Background: an optimization exercise with open tools, aiming at small area. Do not read the settings as production practice. Only simulation tests tie the RTL to the original design; equivalence was not proved. No activity file was given, so power comes from the tool's default toggle rates.

==> flow/design.v <==
`timescale 1ns / 1ps
module project_top (
    input wire       clk,
    input wire       reset,
    input wire       btnU,
    input wire       btnD,
    input wire       btnR,
    input wire       btnL,
    input wire [3:0] sw,
    input wire       sw15,
    input wire       dht11_in,
    input wire       rx,
    input wire       echo,
    output wire       dht11_out,
    output wire       dht11_oe,
    output wire       trig,
    output wire       tx,
    output wire       disp_setting,
    output wire       disp_uart_sw0,
    output wire [1:0] disp_status,
    output wire [6:0] disp_msec,
    output wire [5:0] disp_sec,
    output wire [5:0] disp_min,
    output wire [5:0] disp_hour,
    output wire [7:0] disp_rh,
    output wire [7:0] disp_temp,
    output wire [9:0] disp_dist
);
    reg [1:0] t2;
    reg [9:0] tu;
    reg [2:0] t5;
    always @(posedge clk, posedge reset) begin
        if (reset) begin
            t2 <= 2'd0;
            tu <= 10'd0;
            t5 <= 3'd5;
        end else begin
            t2 <= t2 + 2'd1;
            if (t2 == 2'd3) tu <= {tu[8:0], tu[9] ^ tu[2] ^ (tu[8:0] == 9'd0)};
            case (t5)
                3'd4:    t5 <= 3'd0;
                3'd5:    t5 <= 3'd1;
                default: t5 <= t5 + 3'd1;
            endcase
        end
    end
    wire started   = (t5 != 3'd5);
    wire baud_tick = (t5 == 3'd0);                        
    wire tu_zero   = (tu == 10'd0);
    wire tick4     = (t2 == 2'd0) & started;              
    wire sec_tick  = tick4 & tu_zero;                     
    wire db_clk    = (t5 == 3'd0) & ~t2[0];               
    wire db_phase  = (t5 == 3'd1) & t2[0];                
    reg [2:0] auto_cnt;
    always @(posedge clk, posedge reset) begin
        if (reset) auto_cnt <= 3'd0;
        else if (sec_tick) auto_cnt <= (auto_cnt == 3'd5) ? 3'd1 : auto_cnt + 3'd1;
    end
    wire auto_update = (auto_cnt == 3'd5) & (t2 == 2'd1) & tu_zero;    
    reg [4:0] cnt_u, cnt_d, cnt_r, cnt_l;
    always @(posedge clk, posedge reset) begin
        if (reset) begin
            cnt_u <= 5'd0;
            cnt_d <= 5'd0;
            cnt_r <= 5'd0;
            cnt_l <= 5'd0;
        end else if (db_clk) begin
            cnt_u <= ~btnU ? 5'd0 : (cnt_u[4] ? 5'd17 : cnt_u + 5'd1);
            cnt_d <= ~btnD ? 5'd0 : (cnt_d[4] ? 5'd17 : cnt_d + 5'd1);
            cnt_r <= ~btnR ? 5'd0 : (cnt_r[4] ? 5'd17 : cnt_r + 5'd1);
            cnt_l <= ~btnL ? 5'd0 : (cnt_l[4] ? 5'd17 : cnt_l + 5'd1);
        end
    end
    wire b_u = db_phase & (cnt_u == 5'd16);
    wire b_d = db_phase & (cnt_d == 5'd16);
    wire b_r = db_phase & (cnt_r == 5'd16);
    wire b_l = db_phase & (cnt_l == 5'd16);
    sr04_unit U_SR04 (
        .clk(clk), .reset(reset), .tick(tick4),
        .start(b_u & sw[3]), .echo(echo),
        .trig(trig), .dist_data(disp_dist)
    );
    wire       dht_valid;
    wire [7:0] rh_data, temp_data;
    dht11_unit U_DHT (
        .clk(clk), .reset(reset), .tick(tick4),
        .start((b_u & sw[2]) | auto_update),
        .dht11_in(dht11_in), .dht11_out(dht11_out), .dht11_oe(dht11_oe),
        .valid(dht_valid), .rh(rh_data), .temp(temp_data)
    );
    assign disp_rh   = rh_data;
    assign disp_temp = temp_data;
    wire [7:0] max_humi, max_temp, min_humi, min_temp;
    max_min_decision U_MAX_MIN (
        .clk(clk), .reset(reset), .dht11_valid(dht_valid),
        .rh_data(rh_data), .temp_data(temp_data),
        .max_humi(max_humi), .max_temp(max_temp),
        .min_humi(min_humi), .min_temp(min_temp)
    );
    wire dht_tx;
    sensor_sender U_SSEND (
        .clk(clk), .reset(reset), .baud_tick(baud_tick),
        .temp_start(b_l & sw[2]), .humi_start(b_r & sw[2]),
        .max_temp(max_temp), .min_temp(min_temp),
        .max_humi(max_humi), .min_humi(min_humi),
        .tx(dht_tx)
    );
    wire       rx_done;
    wire [7:0] rx_data;
    wire       watch_tx;
    uart_rx_unit U_RX (
        .clk(clk), .reset(reset), .rx(sw[2] | rx), .b_tick(baud_tick),
        .rx_done(rx_done), .dout(rx_data)
    );
    watch_unit U_WATCH (
        .clk(clk), .reset(reset),
        .btnL(b_l), .btnR(b_r), .btnU(b_u), .btnD(b_d),
        .rx_done(rx_done), .rx_data(rx_data),
        .sw(sw[1:0]), .sw15(sw15),
        .disp_setting(disp_setting), .disp_uart_sw0(disp_uart_sw0),
        .status(disp_status),
        .msec(disp_msec), .sec(disp_sec), .min(disp_min), .hour(disp_hour)
    );
    watch_sender U_WSEND (
        .clk(clk), .reset(reset), .baud_tick(baud_tick),
        .start(~sw[2] & b_u & ~sw[1]),
        .i_temp(temp_data), .i_humi(rh_data),
        .i_sec(disp_sec), .i_min(disp_min), .i_hour(disp_hour[4:0]),
        .tx(watch_tx)
    );
    assign tx = sw[2] ? dht_tx : watch_tx;
endmodule
module uart_tx_unit (
    input  wire       clk,
    input  wire       reset,
    input  wire       baud_tick,
    input  wire       start,
    input  wire [7:0] din,
    output wire       busy,
    output wire       tx
);
    localparam IDLE = 2'd0, START = 2'd1, DATA = 2'd2, STOP = 2'd3;
    reg [1:0] state;
    reg       tx_reg;
    reg [2:0] dcnt;
    reg [3:0] bcnt;      
    wire [3:0] bnext = {bcnt[2:0], ~(bcnt[3] ^ bcnt[0])};
    assign busy = (state != IDLE);
    assign tx   = tx_reg;
    always @(posedge clk, posedge reset) begin
        if (reset) begin
            state  <= IDLE;
            tx_reg <= 1'b1;
        end else begin
            case (state)
                IDLE: begin
                    tx_reg <= 1'b1;
                    if (start) state <= START;
                end
                START: if (baud_tick) begin
                    tx_reg <= 1'b0;
                    if (bcnt == 4'd6) state <= DATA;
                end
                DATA: begin
                    tx_reg <= din[dcnt];
                    if (baud_tick && bcnt == 4'd3 && dcnt == 3'd7) state <= STOP;
                end
                STOP: if (baud_tick) begin
                    tx_reg <= 1'b1;
                    if (bcnt == 4'd3) state <= IDLE;
                end
            endcase
        end
    end
    always @(posedge clk) begin
        case (state)
            IDLE: begin
                bcnt <= 4'd0;
                dcnt <= 3'd0;
            end
            START: if (baud_tick) begin
                if (bcnt == 4'd6) begin
                    bcnt <= 4'd0;
                    dcnt <= 3'd0;
                end else bcnt <= bnext;
            end
            DATA: if (baud_tick) begin
                if (bcnt == 4'd3) begin
                    bcnt <= 4'd0;
                    dcnt <= dcnt + 3'd1;
                end else bcnt <= bnext;
            end
            STOP: if (baud_tick && bcnt != 4'd3) bcnt <= bnext;
        endcase
    end
endmodule
module watch_sender (
    input  wire       clk,
    input  wire       reset,
    input  wire       baud_tick,
    input  wire       start,
    input  wire [7:0] i_temp,
    input  wire [7:0] i_humi,
    input  wire [5:0] i_sec,
    input  wire [5:0] i_min,
    input  wire [4:0] i_hour,
    output wire       tx
);
    reg [1:0] state;
    reg [5:0] cnt;
    wire      full, empty, busy;
    wire load = (state == 2'd2) & ~full & (cnt < 6'd34);
    wire send = (state == 2'd2) & (cnt != 6'd0);
    always @(posedge clk, posedge reset) begin
        if (reset) state <= 2'd0;
        else begin
            case (state)
                2'd0: if (start) state <= 2'd1;
                2'd1: state <= 2'd2;
                2'd2: if (~full && cnt >= 6'd34) state <= 2'd0;
                default: ;
            endcase
        end
    end
    always @(posedge clk) begin
        if (state == 2'd1) cnt <= 6'd0;
        else if (state == 2'd2 && ~full && cnt < 6'd34) cnt <= cnt + 6'd1;
    end
    reg [7:0] val;
    always @(*) begin
        case (cnt)
            6'd5, 6'd6:   val = {3'd0, i_hour};
            6'd8, 6'd9:   val = {2'd0, i_min};
            6'd11, 6'd12: val = {2'd0, i_sec};
            6'd22, 6'd23: val = i_temp;
            default:      val = i_humi;
        endcase
    end
    wire [3:0] d_hi = (val / 8'd10) % 8'd10;
    wire [3:0] d_lo = val % 8'd10;
    reg [1:0] h1;
    reg [3:0] h0, m0, s0, t1, t0, u1, u0;
    reg [2:0] m1, s1;
    always @(posedge clk) begin
        if (load) begin
            case (cnt)
                6'd5:  h1 <= d_hi[1:0];
                6'd6:  h0 <= d_lo;
                6'd8:  m1 <= d_hi[2:0];
                6'd9:  m0 <= d_lo;
                6'd11: s1 <= d_hi[2:0];
                6'd12: s0 <= d_lo;
                6'd22: t1 <= d_hi;
                6'd23: t0 <= d_lo;
                6'd31: u1 <= d_hi;
                6'd32: u0 <= d_lo;
                default: ;
            endcase
        end
    end
    reg [5:0] tp;
    wire [6:0] x = {1'b0, cnt} - {1'b0, tp};
    assign empty = send ? (x == 7'd2  || x == 7'h60) : (tp == 6'd33);
    assign full  = send ? (x == 7'd18 || x == 7'h70) : (tp == 6'd17);
    always @(posedge clk, posedge reset) begin
        if (reset) tp <= 6'd33;
        else if (~busy & ~empty) tp <= (tp == 6'd33) ? 6'd0 : tp + 6'd1;
    end
    reg [7:0] byte_out;
    always @(*) begin
        case (tp)
            6'd0:  byte_out = "t";
            6'd1:  byte_out = "i";
            6'd2:  byte_out = "m";
            6'd3:  byte_out = "e";
            6'd4:  byte_out = " ";
            6'd5:  byte_out = {6'b001100, h1};
            6'd6:  byte_out = {4'b0011, h0};
            6'd7:  byte_out = ":";
            6'd8:  byte_out = {5'b00110, m1};
            6'd9:  byte_out = {4'b0011, m0};
            6'd10: byte_out = ":";
            6'd11: byte_out = {5'b00110, s1};
            6'd12: byte_out = {4'b0011, s0};
            6'd13: byte_out = ",";
            6'd14: byte_out = " ";
            6'd15: byte_out = "t";
            6'd16: byte_out = "e";
            6'd17: byte_out = "m";
            6'd18: byte_out = "p";
            6'd19: byte_out = " ";
            6'd20: byte_out = ":";
            6'd21: byte_out = " ";
            6'd22: byte_out = {4'b0011, t1};
            6'd23: byte_out = {4'b0011, t0};
            6'd24: byte_out = ",";
            6'd25: byte_out = " ";
            6'd26: byte_out = "h";
            6'd27: byte_out = "u";
            6'd28: byte_out = "m";
            6'd29: byte_out = "i";
            6'd30: byte_out = " ";
            6'd31: byte_out = {4'b0011, u1};
            6'd32: byte_out = {4'b0011, u0};
            default: byte_out = "\n";
        endcase
    end
    uart_tx_unit U_TX (
        .clk(clk), .reset(reset), .baud_tick(baud_tick),
        .start(~empty), .din(byte_out), .busy(busy), .tx(tx)
    );
endmodule
module sensor_sender (
    input  wire       clk,
    input  wire       reset,
    input  wire       baud_tick,
    input  wire       temp_start,
    input  wire       humi_start,
    input  wire [7:0] max_temp,
    input  wire [7:0] min_temp,
    input  wire [7:0] max_humi,
    input  wire [7:0] min_humi,
    output wire       tx
);
    reg       state;
    reg       mode;
    reg [4:0] cnt;
    wire      full, empty, busy;
    wire load = state & ~full & (cnt < 5'd26);
    wire send = state & (cnt != 5'd0);
    always @(posedge clk, posedge reset) begin
        if (reset) state <= 1'b0;
        else if (~state) begin
            if (temp_start | humi_start) state <= 1'b1;
        end else if (~full && cnt >= 5'd26) state <= 1'b0;
    end
    always @(posedge clk) begin
        if (~state) begin
            if (temp_start | humi_start) begin
                cnt  <= 5'd0;
                mode <= temp_start;
            end
        end else if (~full && cnt < 5'd26) cnt <= cnt + 5'd1;
    end
    wire [7:0] val = cnt[4] ? (mode ? min_temp : min_humi) : (mode ? max_temp : max_humi);
    wire [3:0] d_hi = (val / 8'd10) % 8'd10;
    wire [3:0] d_lo = val % 8'd10;
    reg       mode_b;
    reg [3:0] x1, x0, n1, n0;
    always @(posedge clk) begin
        if (load) begin
            case (cnt)
                5'd10: x1 <= d_hi;
                5'd11: x0 <= d_lo;
                5'd18: mode_b <= mode;
                5'd23: n1 <= d_hi;
                5'd24: n0 <= d_lo;
                default: ;
            endcase
        end
    end
    reg [4:0] tp;
    reg       not_first;
    wire [5:0] x = {1'b0, cnt} - {1'b0, tp};
    assign empty = send ? (x == 6'd2  || x == 6'h28) : (tp == 5'd25);
    assign full  = send ? (x == 6'd18 || x == 6'h38) : (tp == 5'd9);
    always @(posedge clk, posedge reset) begin
        if (reset) begin
            tp        <= 5'd25;
            not_first <= 1'b0;
        end else if (~busy & ~empty) begin
            tp <= (tp == 5'd25) ? 5'd0 : tp + 5'd1;
            if (tp == 5'd0) not_first <= 1'b1;
        end
    end
    reg [7:0] byte_out;
    always @(*) begin
        case (tp)
            5'd0:  byte_out = not_first ? "\n" : 8'h00;
            5'd1:  byte_out = "m";
            5'd2:  byte_out = "a";
            5'd3:  byte_out = "x";
            5'd4:  byte_out = " ";
            5'd5:  byte_out = mode ? "t" : "h";
            5'd6:  byte_out = mode ? "e" : "u";
            5'd7:  byte_out = "m";
            5'd8:  byte_out = mode ? "p" : "i";
            5'd9:  byte_out = " ";
            5'd10: byte_out = {4'b0011, x1};
            5'd11: byte_out = {4'b0011, x0};
            5'd12: byte_out = ",";
            5'd13: byte_out = " ";
            5'd14: byte_out = "m";
            5'd15: byte_out = "i";
            5'd16: byte_out = "n";
            5'd17: byte_out = " ";
            5'd18: byte_out = mode_b ? "t" : "h";
            5'd19: byte_out = mode_b ? "e" : "u";
            5'd20: byte_out = "m";
            5'd21: byte_out = mode_b ? "p" : "i";
            5'd22: byte_out = " ";
            5'd23: byte_out = {4'b0011, n1};
            5'd24: byte_out = {4'b0011, n0};
            default: byte_out = "\n";
        endcase
    end
    uart_tx_unit U_TX (
        .clk(clk), .reset(reset), .baud_tick(baud_tick),
        .start(~empty), .din(byte_out), .busy(busy), .tx(tx)
    );
endmodule
module uart_rx_unit (
    input  wire       clk,
    input  wire       reset,
    input  wire       rx,
    input  wire       b_tick,
    output wire       rx_done,
    output wire [7:0] dout
);
    localparam IDLE = 3'd0, START = 3'd1, DATA = 3'd2, DATA_READ = 3'd3, STOP = 3'd4;
    reg [2:0] state;
    reg       done_reg;
    reg [3:0] bcnt;      
    wire [3:0] bnext = {bcnt[2:0], ~(bcnt[3] ^ bcnt[0])};
    reg [2:0] dcnt;
    reg [7:0] data;
    assign rx_done = done_reg;
    assign dout    = data;
    always @(posedge clk, posedge reset) begin
        if (reset) begin
            state    <= IDLE;
            done_reg <= 1'b0;
        end else begin
            case (state)
                IDLE: begin
                    done_reg <= 1'b0;
                    if (b_tick & ~rx) state <= START;
                end
                START: if (b_tick && bcnt == 4'd7) state <= DATA_READ;
                DATA_READ: state <= DATA;
                DATA: if (b_tick && bcnt == 4'd3) state <= (dcnt == 3'd7) ? STOP : DATA_READ;
                STOP: if (b_tick) begin
                    state    <= IDLE;
                    done_reg <= 1'b1;
                end
                default: ;
            endcase
        end
    end
    always @(posedge clk) begin
        case (state)
            IDLE: begin
                bcnt <= 4'd0;
                dcnt <= 3'd0;
            end
            START: if (b_tick) bcnt <= (bcnt == 4'd7) ? 4'd0 : bnext;
            DATA_READ: data <= {rx, data[7:1]};
            DATA: if (b_tick) begin
                if (bcnt == 4'd3) begin
                    if (dcnt != 3'd7) begin
                        dcnt <= dcnt + 3'd1;
                        bcnt <= 4'd0;
                    end
                end else bcnt <= bnext;
            end
            default: ;
        endcase
    end
endmodule
module watch_unit (
    input  wire       clk,
    input  wire       reset,
    input  wire       btnL,
    input  wire       btnR,
    input  wire       btnU,
    input  wire       btnD,
    input  wire       rx_done,
    input  wire [7:0] rx_data,
    input  wire [1:0] sw,
    input  wire       sw15,
    output wire       disp_setting,
    output wire       disp_uart_sw0,
    output wire [1:0] status,
    output wire [6:0] msec,
    output wire [5:0] sec,
    output wire [5:0] min,
    output wire [5:0] hour
);
    wire u_start = rx_done & (rx_data == 8'h47);
    wire u_stop  = rx_done & (rx_data == 8'h53);
    wire u_clear = rx_done & (rx_data == 8'h43);
    wire u_up    = rx_done & (rx_data == 8'h55);
    wire u_down  = rx_done & (rx_data == 8'h44);
    wire u_right = rx_done & (rx_data == 8'h52);
    wire u_left  = rx_done & (rx_data == 8'h4c);
    wire w_uart_reset = rx_done & (rx_data == 8'h1b);
    reg usw0, usw1, usw15;
    always @(posedge clk, posedge reset) begin
        if (reset) begin
            usw0  <= 1'b0;
            usw1  <= 1'b0;
            usw15 <= 1'b0;
        end else begin
            if (rx_done & (rx_data == 8'h4d)) usw0 <= ~usw0;
            if (rx_done & (rx_data == 8'h4e)) usw1 <= ~usw1;
            if (rx_done & (rx_data == 8'h4f)) usw15 <= ~usw15;
        end
    end
    reg sw0_pre, sw1_pre, rxd1, rxd2;
    reg e_sw0, e_sw1;
    wire e_usw0 = rxd2 & (rx_data == 8'h4d);
    wire e_usw1 = rxd2 & (rx_data == 8'h4e);
    reg [1:0] mstate;    
    always @(posedge clk, posedge reset) begin
        if (reset) begin
            sw0_pre  <= 1'b0;
            sw1_pre  <= 1'b0;
            rxd1     <= 1'b0;
            rxd2     <= 1'b0;
            e_sw0    <= 1'b0;
            e_sw1    <= 1'b0;
            mstate   <= 2'd0;
        end else begin
            e_sw0    <= sw[0] ^ sw0_pre;
            e_sw1    <= sw[1] ^ sw1_pre;
            sw0_pre  <= sw[0];
            sw1_pre  <= sw[1];
            rxd1     <= rx_done;
            rxd2     <= rxd1;
            if (e_sw0 && sw[0] != mstate[0])
                mstate[0] <= sw[0];
            else if (e_sw1 && sw[1] != mstate[1])
                mstate[1] <= sw[1];
            else if (e_usw0 && usw0 != mstate[0])
                mstate[0] <= usw0;
            else if (e_usw1 && usw1 != mstate[1])
                mstate[1] <= usw1;
        end
    end
    wire final_sw0 = mstate[0];
    wire final_sw1 = mstate[1];
    reg sw15_pre, e_sw15, fsw15;
    always @(posedge clk, posedge reset) begin
        if (reset) begin
            sw15_pre <= 1'b0;
            e_sw15   <= 1'b0;
            fsw15    <= 1'b0;
        end else begin
            e_sw15   <= sw15 ^ sw15_pre;
            sw15_pre <= sw15;
            if (e_sw15) begin
                if (~fsw15) begin
                    if (sw15 | usw15) fsw15 <= 1'b1;
                end else begin
                    if (~sw15 | ~usw15) fsw15 <= 1'b0;
                end
            end
        end
    end
    assign disp_setting  = fsw15 & ~final_sw1;
    assign disp_uart_sw0 = final_sw0;
    wire sw_runstop = final_sw1 & btnR;
    wire sw_clear   = final_sw1 & btnL;
    wire ti_left    = ~final_sw1 & btnL;
    wire ti_right   = ~final_sw1 & btnR;
    wire ti_up      = ~final_sw1 & btnU;
    wire ti_down    = ~final_sw1 & btnD;
    wire wreset = reset | w_uart_reset;
    reg [1:0] sc;
    always @(posedge clk, posedge wreset) begin
        if (wreset) sc <= 2'd0;
        else case (sc)
            2'd0: if (sw_clear | u_clear) sc <= 2'd2;
                  else if (sw_runstop | u_start) sc <= 2'd1;
            2'd1: if (sw_runstop | u_stop) sc <= 2'd0;
            2'd2: if (sw_clear | u_stop) sc <= 2'd0;
            default: ;
        endcase
    end
    wire sw_run   = (sc == 2'd1);
    wire sw_clr   = (sc == 2'd2);
    reg [1:0] tc;
    wire t_left  = ti_left | u_left;
    wire t_right = ti_right | u_right;
    always @(posedge clk, posedge wreset) begin
        if (wreset) tc <= 2'd0;
        else if (sw15) case (tc)
            2'd0: if (t_left) tc <= 2'd1; else if (t_right) tc <= 2'd2;
            2'd1: if (t_left) tc <= 2'd2; else if (t_right) tc <= 2'd0;
            2'd2: if (t_left) tc <= 2'd0; else if (t_right) tc <= 2'd1;
            default: ;
        endcase
    end
    assign status = (sw15 && tc != 2'd3) ? tc : 2'd0;
    wire t_up   = sw15 & (ti_up | u_up);
    wire t_down = sw15 & (ti_down | u_down);
    wire sec_up    = t_up & (tc == 2'd0);
    wire min_up    = t_up & (tc == 2'd1);
    wire hour_up   = t_up & (tc == 2'd2);
    wire sec_down  = t_down & (tc == 2'd0);
    wire min_down  = t_down & (tc == 2'd1);
    wire hour_down = t_down & (tc == 2'd2);
    wire sreset = wreset | sw_clr;
    reg [2:0] sp;                
    reg [6:0] s_ms;
    reg [5:0] s_s, s_m;
    reg [4:0] s_h;
    reg       s_ms_t, s_s_t, s_m_t;
    wire      s_tick = (sp == 3'd5);
    always @(posedge clk, posedge sreset) begin
        if (sreset) begin
            sp     <= 3'd0;
            s_ms   <= 7'd0;
            s_s    <= 6'd0;
            s_m    <= 6'd0;
            s_h    <= 5'd0;
            s_ms_t <= 1'b0;
            s_s_t  <= 1'b0;
            s_m_t  <= 1'b0;
        end else begin
            if (sw_run) sp <= sp + 3'd1;
            if (s_tick) begin
                if (s_ms == 7'd99) begin s_ms <= 7'd0; s_ms_t <= 1'b1; end
                else s_ms <= s_ms + 7'd1;
            end else s_ms_t <= 1'b0;
            if (s_ms_t) begin
                if (s_s == 6'd59) begin s_s <= 6'd0; s_s_t <= 1'b1; end
                else s_s <= s_s + 6'd1;
            end else s_s_t <= 1'b0;
            if (s_s_t) begin
                if (s_m == 6'd59) begin s_m <= 6'd0; s_m_t <= 1'b1; end
                else s_m <= s_m + 6'd1;
            end else s_m_t <= 1'b0;
            if (s_m_t) begin
                if (s_h == 5'd23) s_h <= 5'd0;
                else s_h <= s_h + 5'd1;
            end
        end
    end
    reg [2:0] wp;
    reg [6:0] w_ms;
    reg [5:0] w_s, w_m;
    reg [4:0] w_h;
    reg       w_ms_t, w_s_t, w_m_t;
    wire      w_tick = (wp == 3'd5);
    always @(posedge clk, posedge wreset) begin
        if (wreset) begin
            wp     <= 3'd0;
            w_ms   <= 7'd0;
            w_s    <= 6'd0;
            w_m    <= 6'd0;
            w_h    <= 5'd12;
            w_ms_t <= 1'b0;
            w_s_t  <= 1'b0;
            w_m_t  <= 1'b0;
        end else begin
            wp <= wp + 3'd1;
            if (w_tick & ~sw15) begin
                if (w_ms == 7'd99) begin w_ms <= 7'd0; w_ms_t <= 1'b1; end
                else w_ms <= w_ms + 7'd1;
            end else w_ms_t <= 1'b0;
            if ((w_ms_t & ~sw15) | (sec_up & sw15)) begin
                if (w_s == 6'd59) begin w_s <= 6'd0; w_s_t <= 1'b1; end
                else w_s <= w_s + 6'd1;
            end else if (sec_down) begin
                if (w_s == 6'd0) begin w_s <= 6'd59; w_s_t <= 1'b0; end
                else w_s <= w_s - 6'd1;
            end else w_s_t <= 1'b0;
            if ((w_s_t & ~sw15) | (min_up & sw15)) begin
                if (w_m == 6'd59) begin w_m <= 6'd0; w_m_t <= 1'b1; end
                else w_m <= w_m + 6'd1;
            end else if (min_down) begin
                if (w_m == 6'd0) begin w_m <= 6'd59; w_m_t <= 1'b0; end
                else w_m <= w_m - 6'd1;
            end else w_m_t <= 1'b0;
            if ((w_m_t & ~sw15) | (hour_up & sw15)) begin
                if (w_h == 5'd23) w_h <= 5'd0;
                else w_h <= w_h + 5'd1;
            end else if (hour_down) begin
                if (w_h == 5'd0) w_h <= 5'd23;
                else w_h <= w_h - 5'd1;
            end
        end
    end
    assign msec = final_sw1 ? s_ms : w_ms;
    assign sec  = final_sw1 ? s_s : w_s;
    assign min  = final_sw1 ? s_m : w_m;
    assign hour = {1'b0, final_sw1 ? s_h : w_h};
endmodule
module dht11_unit (
    input  wire       clk,
    input  wire       reset,
    input  wire       tick,
    input  wire       start,
    input  wire       dht11_in,
    output wire       dht11_out,
    output wire       dht11_oe,
    output wire       valid,
    output wire [7:0] rh,
    output wire [7:0] temp
);
    localparam IDLE = 3'd0, START = 3'd1, WAIT = 3'd2, SYNCL = 3'd3,
               SYNCH = 3'd4, DATA_SYNC = 3'd5, DATA_DETECT = 3'd6, STOP = 3'd7;
    reg [2:0]  state;
    reg [7:0]  tcu;
    reg [2:0]  tcl;
    wire [7:0] tcu_next = (tcl == 3'd7) ? {tcu[6:0], tcu[7] ^ tcu[6] ^ tcu[1] ^ tcu[0] ^ (tcu[6:0] == 7'd0)} : tcu;
    wire       tc_1900  = (tcu == 8'd180) & (tcl == 3'd4);
    wire       tc_1001  = (tcu == 8'd185) & (tcl == 3'd1);
    wire       tc_2     = (tcu == 8'd0) & (tcl == 3'd2);
    reg        out_reg, oe_reg, valid_reg;
    reg [7:0]  rh_reg, t_reg;
    reg [5:0]  dcnt;
    reg [7:0]  acc;
    assign dht11_out = out_reg;
    assign dht11_oe  = oe_reg;
    assign valid     = valid_reg;
    assign rh        = rh_reg;
    assign temp      = t_reg;
    wire       bit_end = (state == DATA_DETECT) & tick & (dcnt < 6'd40) & ~dht11_in;
    wire       bit_val = (tcu != 8'd0) | (tcl >= 3'd5);
    wire [2:0] bpos    = ~dcnt[2:0];            
    wire [7:0] onehot  = 8'd1 << bpos;
    wire [7:0] addend  = (dcnt[5:3] == 3'd4) ? (~onehot + 8'd1) : onehot;
    always @(posedge clk) begin
        if (state == IDLE) acc <= 8'd0;
        else if (bit_end & bit_val) acc <= acc + addend;
        if (state == IDLE) dcnt <= 6'd0;
        else if (bit_end) dcnt <= dcnt + 6'd1;
    end
    reg tc_clr, tc_inc;
    always @(*) begin
        tc_clr = 1'b0;
        tc_inc = 1'b0;
        case (state)
            IDLE:        tc_clr = 1'b1;
            START:       if (tick) begin tc_clr = tc_1900; tc_inc = ~tc_1900; end
            WAIT:        if (tick) begin tc_clr = tc_2; tc_inc = ~tc_2; end
            SYNCH:       if (tick) begin tc_clr = ~dht11_in | tc_1001; tc_inc = ~tc_clr; end
            DATA_SYNC:   tc_clr = tick & dht11_in;
            DATA_DETECT: if (tick && dcnt < 6'd40) begin tc_clr = ~dht11_in; tc_inc = dht11_in; end
            STOP:        if (tick) begin tc_clr = tcl[2]; tc_inc = ~tcl[2] & ~dht11_in; end
            default: ;
        endcase
    end
    always @(posedge clk) begin
        if (tc_clr) begin
            tcu <= 8'd0;
            tcl <= 3'd0;
        end else if (tc_inc) begin
            tcu <= tcu_next;
            tcl <= tcl + 3'd1;
        end
    end
    always @(posedge clk, posedge reset) begin
        if (reset) begin
            state     <= IDLE;
            out_reg   <= 1'b1;
            oe_reg    <= 1'b1;
            valid_reg <= 1'b0;
            rh_reg    <= 8'd0;
            t_reg     <= 8'd0;
        end else begin
            if (bit_end) begin
                if (dcnt[5:3] == 3'd0) rh_reg[bpos] <= bit_val;
                if (dcnt[5:3] == 3'd2) t_reg[bpos] <= bit_val;
            end
            case (state)
                IDLE: begin
                    out_reg <= 1'b1;
                    oe_reg  <= 1'b1;
                    if (start) state <= START;
                end
                START: if (tick) begin
                    out_reg <= 1'b0;
                    if (tc_1900) state <= WAIT;
                end
                WAIT: begin
                    out_reg <= 1'b1;
                    if (tick && tc_2) begin
                        state  <= SYNCL;
                        oe_reg <= 1'b0;
                    end
                end
                SYNCL: if (tick & dht11_in) state <= SYNCH;
                SYNCH: if (tick) begin
                    if (~dht11_in) begin
                        state     <= DATA_SYNC;
                        valid_reg <= 1'b0;
                    end else if (tc_1001) state <= IDLE;
                end
                DATA_SYNC: begin
                    if (dcnt > 6'd39) state <= STOP;
                    else if (tick & dht11_in) state <= DATA_DETECT;
                end
                DATA_DETECT: if (tick && dcnt < 6'd40 && ~dht11_in) state <= DATA_SYNC;
                STOP: begin
                    valid_reg <= (acc == 8'd0);
                    if (tick & tcl[2]) state <= IDLE;
                end
            endcase
        end
    end
endmodule
module max_min_decision (
    input  wire       clk,
    input  wire       reset,
    input  wire       dht11_valid,
    input  wire [7:0] rh_data,
    input  wire [7:0] temp_data,
    output wire [7:0] max_humi,
    output reg  [7:0] max_temp,
    output reg  [7:0] min_humi,
    output reg  [7:0] min_temp
);
    reg [6:0] max_h;
    assign max_humi = {1'b0, max_h};
    always @(posedge clk, posedge reset) begin
        if (reset) begin
            max_temp <= 8'd0;
            min_temp <= 8'hff;
            max_h <= 7'd0;
            min_humi <= 8'hff;
        end else if (dht11_valid) begin
            if (temp_data > max_temp) max_temp <= temp_data;
            if (temp_data < min_temp) min_temp <= temp_data;
            if (rh_data > max_humi && rh_data < 8'd100) max_h <= rh_data[6:0];
            if (rh_data < min_humi) min_humi <= rh_data;
        end
    end
endmodule
module sr04_unit (
    input  wire       clk,
    input  wire       reset,
    input  wire       tick,
    input  wire       start,
    input  wire       echo,
    output wire       trig,
    output wire [9:0] dist_data
);
    reg       d_state;
    reg [5:0] d_cnt;     
    reg [9:0] d_reg;
    assign dist_data = d_reg;
    always @(posedge clk, posedge reset) begin
        if (reset) begin
            d_state <= 1'b0;
            d_reg   <= 10'd0;
        end else if (tick) begin
            if (~d_state) begin
                if (echo) begin
                    d_state <= 1'b1;
                    d_reg   <= 10'd0;
                end
            end else begin
                if (d_cnt == 6'd62) d_reg <= d_reg + 10'd1;
                else if (~echo) d_state <= 1'b0;
            end
        end
    end
    always @(posedge clk) begin
        if (~d_state) d_cnt <= 6'd0;
        else if (tick) begin
            if (d_cnt == 6'd62 || ~echo) d_cnt <= 6'd0;
            else d_cnt <= {d_cnt[4:0], ~(d_cnt[5] ^ d_cnt[0])};
        end
    end
    reg       t_state;
    reg       t_reg;
    reg [3:0] t_cnt;     
    assign trig = t_reg;
    always @(posedge clk, posedge reset) begin
        if (reset) begin
            t_state <= 1'b0;
            t_reg   <= 1'b0;
        end else if (~t_state) begin
            t_reg <= 1'b0;
            if (start) t_state <= 1'b1;
        end else if (tick) begin
            t_reg <= 1'b1;
            if (t_cnt == 4'd11) t_state <= 1'b0;
        end
    end
    always @(posedge clk) begin
        if (~t_state) t_cnt <= 4'd0;
        else if (tick) t_cnt <= {t_cnt[2:0], ~(t_cnt[3] ^ t_cnt[0])};
    end
endmodule
==> flow/flow/run.sh <==
#!/bin/bash
# The standard layout with three changes to how it is built:
#  1. after the standard synthesis, the combinational logic is re-mapped with an
#     area-oriented ABC script (flow/resynth.sh, flow/map.abc); every register of the
#     standard synthesis is kept as is (name, cell type, connections)
#  2. ports are buffered with the smallest buffer (buf_1)
#  3. clock tree: clkbuf_4 leaf buffers in small clusters, no dummy loads
# Logs: synth.log, resynth.log, standard.log here; ORFS's own logs under orfs/logs.
set -euo pipefail
export BUFFER_PORTS_ARGS="-buffer_cell sky130_fd_sc_hd__buf_1"
export CTS_ARGS="-sink_clustering_enable -repair_clock_nets -buf_list sky130_fd_sc_hd__clkbuf_4 -sink_clustering_size 9 -sink_clustering_max_diameter 45 -dont_use_dummy_load"
bash standard.sh synth > synth.log 2>&1
R=orfs/results/$FLOW_PLATFORM/project_top/base
cp $R/1_2_yosys.v $R/1_2_yosys_standard.v
bash flow/resynth.sh $R/1_2_yosys_standard.v $R/1_2_yosys.v $PWD/flow/map.abc resynth.log
rm -f $R/1_synth.odb $R/1_synth.sdc
bash standard.sh > standard.log 2>&1
==> flow/flow/map.abc <==
strash
dc2
dch -f
amap
strash
dc2
dch -f
amap
topo
==> flow/flow/resynth.sh <==
#!/bin/bash
# Re-map the combinational logic of the standard synthesis netlist with ABC (area
# mapping), keeping every flip-flop instance (name, cell type, connections) unchanged.
# usage: resynth.sh IN.v OUT.v ABC_SCRIPT LOG
set -euo pipefail
IN=$1; OUT=$2; SCR=$3; LOG=$4
YOSYS=${YOSYS_EXE:-$FLOW_HOME/../tools/install/yosys/bin/yosys}
LIB=$FLOW_HOME/platforms/sky130hd/lib/sky130_fd_sc_hd__tt_025C_1v80.lib
DU=""
for c in probe_p_8 probec_p_8 lpflow_bleeder_1 lpflow_clkbufkapwr_1 lpflow_clkbufkapwr_16 \
    lpflow_clkbufkapwr_2 lpflow_clkbufkapwr_4 lpflow_clkbufkapwr_8 lpflow_clkinvkapwr_1 \
    lpflow_clkinvkapwr_16 lpflow_clkinvkapwr_2 lpflow_clkinvkapwr_4 lpflow_clkinvkapwr_8 \
    lpflow_decapkapwr_12 lpflow_decapkapwr_3 lpflow_decapkapwr_4 lpflow_decapkapwr_6 \
    lpflow_decapkapwr_8 lpflow_inputiso0n_1 lpflow_inputiso0p_1 lpflow_inputiso1n_1 \
    lpflow_inputiso1p_1 lpflow_inputisolatch_1 lpflow_isobufsrc_1 lpflow_isobufsrc_16 \
    lpflow_isobufsrc_2 lpflow_isobufsrc_4 lpflow_isobufsrc_8 lpflow_isobufsrckapwr_16 \
    lpflow_lsbuf_lh_hl_isowell_tap_1 lpflow_lsbuf_lh_hl_isowell_tap_2 \
    lpflow_lsbuf_lh_hl_isowell_tap_4 lpflow_lsbuf_lh_isowell_4 lpflow_lsbuf_lh_isowell_tap_1 \
    lpflow_lsbuf_lh_isowell_tap_2 lpflow_lsbuf_lh_isowell_tap_4; do
  DU="$DU -dont_use sky130_fd_sc_hd__$c"
done
# the sequential cells of the netlist are kept as black boxes
SEQ=$(grep -o "sky130_fd_sc_hd__[a-z0-9_]*" "$IN" | sort -u | grep -E "__(df|edf|sdf|dl|sedf)" | tr '\n' ' ')
"$YOSYS" -l "$LOG" -p "
read_liberty -ignore_miss_func $LIB
blackbox $SEQ
read_verilog $IN
hierarchy -top $FLOW_TOP
flatten
opt_clean -purge
abc -script $SCR -liberty $LIB $DU
opt_clean -purge
hilomap -singleton -hicell sky130_fd_sc_hd__conb_1 HI -locell sky130_fd_sc_hd__conb_1 LO
splitnets
opt_clean -purge
insbuf -buf sky130_fd_sc_hd__buf_1 A X
rename -hide w:_*.*
stat -liberty $LIB
write_verilog -noattr -noexpr -nohex -nodec $OUT
" > /dev/null
==> flow/standard.sh <==
#!/bin/bash
# synth_recipe.tcl (not shown) runs the flow's synth.tcl, then flattens the netlist and writes it again
# the make line also repeats each setting of config.mk as NAME=value (left out here)
make -C /OpenROAD-flow-scripts/flow DESIGN_CONFIG=/design/flow/config.mk WORK_HOME=/design/flow/orfs CLKGATE_MAP_FILE= SYNTH_SCRIPT=/design/flow/synth_recipe.tcl "${@:-finish}"
==> flow/config.mk <==
export PLATFORM = sky130hd
export DESIGN_NAME = project_top
export DESIGN_NICKNAME = project_top
export VERILOG_FILES = /design/flow/design.v
export SDC_FILE = /design/flow/constraint.sdc
export NUM_CORES = 4
export LEC_CHECK = 0
export ABC_AREA = 1
export ABC_CLOCK_PERIOD_IN_PS = 10000
export CAP_MARGIN = 20
export CORE_MARGIN = 2
export CORE_UTILIZATION = 65
export PLACE_DENSITY = 0.75
export SLEW_MARGIN = 20
==> flow/constraint.sdc <==
create_clock -name core_clock -period 10.0 [get_ports {clk}]
set_input_delay 2.0000 -clock core_clock [delete_from_list [all_inputs] [get_ports {clk}]]
set_output_delay 2.0000 -clock core_clock [all_outputs]
set_load 0.01 [all_outputs]
==> run summary <==
==> path summary, 6_finish.rpt <==
| check | start | end | slack [ps] | cells after the start |
|---|---|---|---|---|
| setup / recovery | U_WSEND.cnt[3]$_SDFFE_PN0P_ | U_WSEND.m0[1]$_DFFE_PP_ | 3850 | 24 |
| setup reg to reg | U_WSEND.cnt[3]$_SDFFE_PN0P_ | U_WSEND.m0[1]$_DFFE_PP_ | 3850 | 24 |
| hold reg to reg | U_WATCH.rxd1$_DFF_PP0_ | U_WATCH.rxd2$_DFF_PP0_ | 360 | 0 |
| min in group asynchronous | U_WATCH.sc[0]$_DFFE_PP0P_ | U_WATCH.sp[0]$_DFFE_PP0N_ | 500 | 2 |
| hold / removal | U_WATCH.rxd1$_DFF_PP0_ | U_WATCH.rxd2$_DFF_PP0_ | 360 | 0 |
| max in group asynchronous | reset | U_MAX_MIN.max_h[4]$_DFFE_PP0P_ | 7070 | 3 |
==> cell usage in the layout, fill, tap and decap left out, types with 14 or more instances in the layout <==
| cell type | instances |
|---|---|
| nor2_1 | 404 |
| nand2_1 | 152 |
| a221oi_1 | 16 |
| nor2b_1 | 14 |
| a22oi_1 | 21 |
| a211oi_1 | 38 |
| o22ai_1 | 110 |
| nor4_1 | 19 |
| buf_1 | 71 |
| a21oi_1 | 128 |
| edfxtp_1 | 88 |
| o21ai_0 | 108 |
| clkbuf_4 | 46 |
| a31oi_1 | 24 |
| nand3_1 | 33 |
| dfxtp_1 | 41 |
| dfstp_2 | 29 |
| clkinv_1 | 332 |
| o21a_1 | 32 |
| dfrtp_1 | 178 |
| nor3_1 | 77 |
| nand4_1 | 21 |
| a222oi_1 | 19 |
==> layer usage <==
metal / vias to the layer above / GRT usage, % / part of all wire [%]
met2: 531 / 52.1 / 48
li1: 7667 / - / -
met5: - / 0 / 0
met4: 0 / 13.7 / 4.3
met1: 7282 / 38.7 / 41
met3: 131 / 4.77 / 6.1
==> report_power, final <==
group	switching [mW]	internal (mW)
registers	0.0569	1.51
logic	0.431	0.193
clock network	0.439	0.211
total	0.927	1.92
==> final cells by class <==
class,instances,area (um^2)
Fill cell,2113,7790
Multi-Input combinational cell,1387,7390
Tap cell,335,419
Inverter,333,1250
Clock buffer,46,345
Timing Repair Buffer,78,319
Antenna cell,2,5.00
Sequential cell,336,8680
==> qor.tcl <==
set qor(run_status) {finished clean}
set qor(ctsLongestPathBuffers) 3
set qor(timing.hold.worst.class) {register to register}
set qor(final_layout_size_suffix_gt1_share_pct) 3.90
set qor(utilization_pct) 70.3
set qor(cts.reportedPaths.clkPinSlew_ps) 90
set qor(starting_density_pct) 66.4
set qor(crit_path_end_kind) {register}
set qor(tns_ps) 0
set qor(maximum_number_of_pins_on_one_net_before_global_route_repair) 77
set qor(achievable_clock_frequency_ghz) 0.163
set qor(grt_use_total_pct) 30.5
set qor(postPlaceCellArea_um2) 18100
set qor(core_um2) 26200
set qor(synth.cell_area_um2) 17400
set qor(post_synthesis_area_per_instance_um2) 8.36
set qor(slowest_stage) {o32ai_1}
set qor(antenna_found_initial) 2
set qor(finalHoldWorstSlack_ps) 356
set qor(route.detailed.drc) 0
set qor(final_nets) 2196
set qor(path_common_cell) {nor2_1}
set qor(worstPathCellList) {clkinv_1 > o32ai_1 > or4_1 > o221ai_1 > a221oi_1 > nand2_1 > a21oi_1 > nor2_1 > a21oi_1 > a21oi_1 > nor2_1 > nor2_1 > nor2_1 > a31oi_1 > nor2b_1 > o21ai_0 > clkinv_1 > a21oi_1 > nand2_1 > clkinv_1 > nor2_1 > nor2_1 > clkinv_1 > o21bai_1}
set qor(clkLatencyLatePin_ps) 700
set qor(max-slew-margin-rel_pct) 26.1
set qor(rows) 59
set qor(fp.dieW_um) 168
set qor(fin_area_um2) 18400
set qor(timing.critical_path.slowest_cell_delay_ps) 810
set qor(die_height_um) 168
set qor(layout-area-overhead-vs-synth_pct) 5.85
set qor(layout_min_cycle_time_ps) 6150
set qor(max_cap_violations) 0
set qor(synth_warnings) 9
set qor(tritoncts) {yes}
set qor(area_enclosed_by_the_die_boundary_um2) 28100
set qor(globalRouteOverflowTotal) 0
set qor(place_congestion) 0.968
set qor(final_max_slew_viol_count) 0
set qor(htreeDepth) 2
set qor(route.vias.total) 15600
set qor(critical_path.n_buffers_inverters) 4
set qor(setup_ws_pre_cts_ps) 4020
set qor(num_io_pins) 73
set qor(mappedNetlistNets) 2096
set qor(via_count_of_the_first_global_routing_pass) 14700
set qor(cts_buffers) 46
set qor(power-per-cell-area_nw_per_um2) 154
set qor(drt_first_iter_violations) 1454
set qor(clock_tree_skew_after_final_layout_ps) 67.3
set qor(antenna_left) 0
set qor(layout_setup_ws_ps) 3850
set qor(timing.final.hold_violations) 0
set qor(top_cell_family_by_delay_on_the_critical_path) {compound AO/OA/AOI/OAI gates}
set qor(detail_route.wl_per_cell_um) 16.9
set qor(timing_worst_slew_pin_value_ps) 1100
set qor(postRouteWirelength_um) 42500
set qor(setup.worst_path.start_class) {register}
set qor(cts_hold_buf) 0
set qor(cellLeakagePower_nw) 6.57
set qor(power.ir.vdd_worst_v) 0.000144
set qor(cells_after_synth) 2082
set qor(post-dp-hpwl_um) 32000
set qor(crit_path_max_fanout) 9
set qor(route.detailed.vias_per_inst) 6.20
set qor(final_setup_fails) 0
set qor(required_ps) 10470
set qor(detail_route.first_pass.iterations) 8
set qor(numPortBuffers) 71
set qor(post_cts_resize_count) 0
set qor(cts_sinks) 336
set qor(final.period_utilization_pct) 61.5
set qor(path_class) {register to register}
set qor(totalPowerFinal_mw) 2.84
set qor(cts.repair_timing.setup_buffer_count) 0
set qor(crit_arrival_ps) 6610
set qor(grt_pass1_wl_um) 70500
set qor(setup_repair_after_global_routing_missed_its_margin) {false}
set qor(numPlacedInstances) 2469
set qor(cts_root_buf) {clkbuf_4}
set qor(final_instance_count_excl_fillers) 2517

[afterwards: timing with drivers on the ports]
The results above use ideal ports. As a check the final layout listed here was re-extracted and re-timed, cells and wires unchanged. Step 1 sets driving cells, clkbuf_16 on the clock port and buf_2 on the other inputs (assumed; they add their load-dependent delay and slew). Step 2 adds t to the input delays and takes it off the output delays; t is the mean of the earliest and latest rising clock arrival at the registers after step 1. Input paths then give back, and output paths get back, about the clock's delay inside the block. a / b / c = ideal / step 1 / step 2; a / b = the first two.
t, ns: 0.719
setup slack, ns: 3.852 / 3.852 / 3.852
worst setup path after step 2: register to register
latest minus earliest clock arrival (ns): 0.068 / 0.069
pins driven straight from the clock port: 1
After both steps this run still meets setup and hold. For this run, drivers alone change the setup slack by 0.000 ns; drivers and shift together by 0.000 ns.
